Context: an optimization exercise on an open-source flow, tuned for small area. The choices shown serve that exercise and are no tape-out recipe.

== rev 12 ==
==> flow/design.v (excerpt) <==
module CV_LR5_TOP
(
    input CLK,
    input SYS_NRST,
    input UART_RXD,
    output wire UART_TXD,
    output [7:0] LED
);
localparam T_ADD = 3'd0, T_MUL = 3'd1, T_WR = 3'd2, T_ON = 3'd3,
           T_OFF = 3'd4, T_LED = 3'd5, T_ERR = 3'd6;
localparam S_IDLE = 4'd0, S_KW = 4'd1, S_OP1 = 4'd3,
           S_SP2 = 4'd4, S_OP2 = 4'd5, S_CR = 4'd6, S_LF = 4'd7,
           S_EXEC = 4'd8, S_TX = 4'd9;
reg [7:0] ph;
always @(posedge CLK) ph <= ph + 8'd1;
wire [5:0] p6 = ph[5:0];
wire pass_beg = (p6 == 6'd0);
wire pass_end = (p6 == 6'd63);
reg s1, s2;
always @(posedge CLK) begin
    s1 <= UART_RXD;
    s2 <= s1;
end
localparam RX_ARM = 2'd0, RX_BSY = 2'd1, RX_SKP = 2'd2, RX_RST = 2'd3;
reg [1:0] rxst;
reg [7:0] rsh;
wire rx_smp = (p6 == 6'd62);
always @(posedge CLK, negedge SYS_NRST)
begin
    if (!SYS_NRST) rxst <= RX_RST;
    else if (rx_smp)
        case (rxst)
            RX_ARM:  if (!s2) rxst <= RX_BSY;
            RX_BSY:  if (rsh[0]) rxst <= RX_SKP;      
            default: rxst <= RX_ARM;
        endcase
end
always @(posedge CLK)
begin
    if (rx_smp) begin
        if (rxst == RX_ARM) begin
            if (!s2) rsh <= 8'h80;
        end
        else if (rxst == RX_BSY) rsh <= {s2, rsh[7:1]};
    end
end
wire rx_done = (rxst == RX_SKP) & pass_end;
wire [7:0] ch = rsh;
wire is_dig = (ch[7:4] == 4'h3) & (~ch[3] | (ch[2:1] == 2'b00));
wire is_let = (ch[7:6] == 2'b01) & ~ch[4] & ~ch[3] & (ch[2:0] != 3'd0) & (ch[2:0] != 3'd7);
  ...
==> flow/config.mk <==
export PLATFORM = sky130hd
export DESIGN_NAME = CV_LR5_TOP
export DESIGN_NICKNAME = CV_LR5_TOP
export VERILOG_FILES = /design/flow/design.v
export SDC_FILE = /design/flow/constraint.sdc
export NUM_CORES = 4
export LEC_CHECK = 0
export CAP_MARGIN = 20
export CORE_MARGIN = 2
export CORE_UTILIZATION = 60
export CTS_BUF_LIST = sky130_fd_sc_hd__clkbuf_8
export CTS_CLUSTER_DIAMETER = 60
export CTS_CLUSTER_SIZE = 15
export SLEW_MARGIN = 20
==> flow/constraint.sdc <==
create_clock -name core_clock -period 15.0 [get_ports {CLK}]
set_input_delay 3.0000 -clock core_clock [delete_from_list [all_inputs] [get_ports {CLK}]]
set_output_delay 3.0000 -clock core_clock [all_outputs]
set_load 0.01 [all_outputs]
run.sh (not shown) runs the stock make flow with config.mk's settings and CLKGATE_MAP_FILE= SYNTH_SCRIPT=/design/flow/synth_recipe.tcl, a recipe that flattens the netlist after the stock synthesis.
Here is what was changed in the inputs of rev 13 compared with rev 12.
==> flow/flow/run.sh (new file) <==
#!/bin/bash
set -euo pipefail
cd "$(dirname "$0")/.."
bash standard.sh SYNTH_SCRIPT="$PWD/flow/area_synth.tcl" finish > flow_make.log 2>&1
==> flow/flow/area_synth.tcl (new file) <==
# The standard flow's synthesis script (synth_recipe.tcl, beside flow/), with one change:
# the combinational logic is mapped by Yosys's default ABC script, which aims
# at area, instead of ORFS's delay-driven script with buffering and sizing.
# Flip-flop mapping, names and everything else are unchanged.
proc abc {args} {
  set keep [list]
  set skip 0
  foreach a $args {
    if { $skip } { set skip 0; continue }
    if { $a in {-script -constr -D} } { set skip 1; continue }
    lappend keep $a
  }
  yosys abc {*}$keep
}
source [file join [file dirname [file normalize [info script]]] .. synth_recipe.tcl]
==> flow/standard.sh (new file) <==
#!/bin/bash
# synth_recipe.tcl (not shown) runs the flow's synth.tcl, then flattens the netlist and writes it again
# the make line also repeats each setting of config.mk as NAME=value (left out here)
make -C /OpenROAD-flow-scripts/flow DESIGN_CONFIG=/design/flow/config.mk WORK_HOME=/design/flow/orfs CLKGATE_MAP_FILE= SYNTH_SCRIPT=/design/flow/synth_recipe.tcl "${@:-finish}"
removed: flow/run.sh
Findings:
- Status | rev 12 and rev 13 | clean
- Of rev 12 and rev 13, rev 13 shows the lower least setup slack across all paths after layout, with rev 12 above it.
- The share of the final layout cell area in sequential cells number comes out lower for rev 12 vs rev 13.
- Taking rev 12 as the reference, in rev 13 wire length reported by the detailed router fell by 1.6%; share of synthesized cell area in and, or, nand and nor gates shows a reduction of 0.20 points; area of the mapped netlist shrank by about 4%; headroom to the max-slew limit has decreased.
- Compared with rev 12, in rev 13 share of the yosys chip area belonging to registers went up 2.8 points, number of cells on the critical path +10.
No functional check of the RTL was part of any run of this note.

re-timing with driven ports:
In the flow no input, the clock included, has a driving cell. The finished layouts below were timed again as built, in two steps. Step 1, drivers: a clkbuf_16 drives CLK and a buf_2 each remaining input, both assumed. Step 2 also shifts input and output timing later by t, the mid clock arrival at the registers, as if the neighbouring blocks saw the same clock. Slacks: ideal ports / drivers / drivers and shift; pairs: ideal ports / drivers.
run | t, ns | setup slack, ns | slew at the worst register clock pin (ns)
rev 12 | 0.585 | 10.379 / 10.336 / 10.053 | 0.10 / 0.10
rev 13 | 0.577 | 9.933 / 9.933 / 9.933 | 0.10 / 0.10
After both steps setup and hold are still met in every run listed. For rev 12, which loses most, drivers alone change the setup slack by -0.043 ns; drivers and shift together by -0.326 ns.
